Background: an optimization exercise with open tools, aiming at small area and a short achievable clock period. Do not read the settings as production practice.

==> flow/design.v (excerpt) <==
module fp_mult_top (
     clk, rst, rnd, a, b, z, status
);
For scale: roughly 2300 cells after synthesis, ~160 flip-flops, roughly 20000 µm² of cells after synthesis.
Settings: LEC_CHECK=0, CAP_MARGIN=20, CORE_MARGIN=2, CORE_UTILIZATION=60, CTS_BUF_LIST=sky130_fd_sc_hd__clkbuf_4 sky130_fd_sc_hd__clkbuf_8, SLEW_MARGIN=20; clock period 11.0 ns.
standard.sh (not shown) runs the stock make flow with config.mk's settings and CLKGATE_MAP_FILE= SYNTH_SCRIPT=/design/flow/synth_recipe.tcl, a recipe that flattens the netlist after the stock synthesis.
==> flow/flow/run.sh <==
#!/bin/bash
# The standard layout (standard.sh, synthesis unchanged) with two make settings:
#  - the port buffers are sky130_fd_sc_hd__buf_2 cells
set -euo pipefail
bash standard.sh SETUP_SLACK_MARGIN=5.5 "BUFFER_PORTS_ARGS=-buffer_cell sky130_fd_sc_hd__buf_2" finish > standard_make.log 2>&1
==> next run, changes <==
==> flow/flow/run.sh (replaced) <==
#!/bin/bash
# The standard layout (standard.sh) with these make settings:
#  - port buffers are sky130_fd_sc_hd__buf_2 cells
#  - SYNTH_ARGS=-noabc: Yosys synth skips its early generic ABC pass, so that the
#    adder extraction sees the RTL's full adders as written
set -euo pipefail
bash standard.sh SETUP_SLACK_MARGIN=5.5 "BUFFER_PORTS_ARGS=-buffer_cell sky130_fd_sc_hd__buf_2" "SYNTH_ARGS=-noabc" finish > standard_make.log 2>&1
Result:
- area after synthesis drops by about 4%
- count of clock-buffer cells in the layout goes down by 1
- via count falls by 2.2%
No functional check of the RTL was part of any run of this note.

Setup of exp/delta:
fp_mult_top, a different RTL version from the one above (not shown whole).
For scale: ~2,200 cells after synthesis, ~160 flip-flops, about 110 I/O pins.
Settings: LEC_CHECK=0, CAP_MARGIN=20, CORE_MARGIN=2, CORE_UTILIZATION=40, SETUP_SLACK_MARGIN=5, SLEW_MARGIN=20; clock period 11.0 ns.
run.sh (not shown) runs the stock make flow with config.mk's settings and CLKGATE_MAP_FILE= SYNTH_SCRIPT=/design/flow/synth_recipe.tcl, a recipe that flattens the netlist after the stock synthesis.
Stock flow here: none of the scripts above is used.
Inputs modified between exp/delta and exp/lagoon:
- clearing SETUP_SLACK_MARGIN, which used to be 5
==> flow/flow/run.sh (new file) <==
#!/bin/bash
set -euo pipefail
bash standard.sh SETUP_SLACK_MARGIN=6 finish > standard_make.log 2>&1
==> flow/standard.sh (new file) <==
#!/bin/bash
# synth_recipe.tcl (not shown) runs the flow's synth.tcl, then flattens the netlist and writes it again
# the make line also repeats each setting of config.mk as NAME=value (left out here)
make -C /OpenROAD-flow-scripts/flow DESIGN_CONFIG=/design/flow/config.mk WORK_HOME=/design/flow/orfs CLKGATE_MAP_FILE= SYNTH_SCRIPT=/design/flow/synth_recipe.tcl "${@:-finish}"
removed: flow/run.sh
Notes after the runs:
exp/lagoon has completed all stages; timing, DRC and antenna checks passed.
Looking at maximum fanout along the worst path, exp/lagoon sits 1 lower than exp/delta does.
Non-clock buffer count for exp/lagoon: about 38% up relative to exp/delta
Going from exp/delta to exp/lagoon, transition time of the tightest slew-check pin shrinks by 0.17 ns.
Global-route met2 utilization: exp/lagoon vs exp/delta — no meaningful difference
z[22] as the critical path capture point was reported by exp/lagoon, and z[2] by exp/delta.
Compared with exp/delta, exp/lagoon shows a higher net count of the finished layout.
For exp/yarrow, these inputs were changed with respect to exp/lagoon:
- ABC_CLOCK_PERIOD_IN_PS newly set to 4000
- SETUP_SLACK_MARGIN newly set to 5
==> flow/run.sh (new file) <==
#!/bin/bash
# synth_recipe.tcl (not shown) runs the flow's synth.tcl, then flattens the netlist and writes it again
# the make line also repeats each setting of config.mk as NAME=value (left out here)
make -C /OpenROAD-flow-scripts/flow DESIGN_CONFIG=/design/flow/config.mk WORK_HOME=/design/flow/orfs CLKGATE_MAP_FILE= SYNTH_SCRIPT=/design/flow/synth_recipe.tcl finish
removed: flow/flow/run.sh
removed: flow/standard.sh
==> comparison <==
- Register-to-register slack on exp/yarrow is behind exp/lagoon.
- From exp/lagoon to exp/yarrow the numbers moved as follows: achievable clock frequency went down.
- Remaining max-slew budget at the tightest pin for exp/yarrow: 11 points down relative to exp/lagoon
No run of this note included a check of the RTL's function; only the layout flow was run.

-- what the ideal ports hide --
The results above use ideal ports. As a check the final layouts listed here were re-extracted and re-timed, cells and wires unchanged.
Step 1 sets driving cells, clkbuf_16 on the clock port and buf_2 on the other inputs (assumed; they add their load-dependent delay and slew).
Step 2 times the ports against the registers' clock, not the clock port: input delays grow and output delays shrink by t, the midpoint of the rising clock arrivals with the driver on.
a / b / c = ideal / step 1 / step 2; a / b = the first two.
| run | t, ns | slack for setup (ns) | worst setup path after step 2 | slew at the worst register clock pin (ns) | cell pins on the clock port's net |
|---|---|---|---|---|---|
| the first run of note 1 | 0.549 | 5.487 / 5.487 / 5.487 | register to register | 0.10 / 0.10 | 1 |
| the second run of note 1 | 0.510 | 5.557 / 5.522 / 5.557 | register to register | 0.10 / 0.10 | 1 |
| exp/delta | 0.540 | 5.113 / 5.062 / 5.116 | input to register | 0.08 / 0.08 | 1 |
| exp/lagoon | 0.504 | 5.351 / 5.296 / 5.472 | register to register | 0.06 / 0.06 | 1 |
| exp/yarrow | 0.540 | 5.113 / 5.062 / 5.116 | input to register | 0.08 / 0.08 | 1 |
After both steps setup and hold are still met in every run listed.
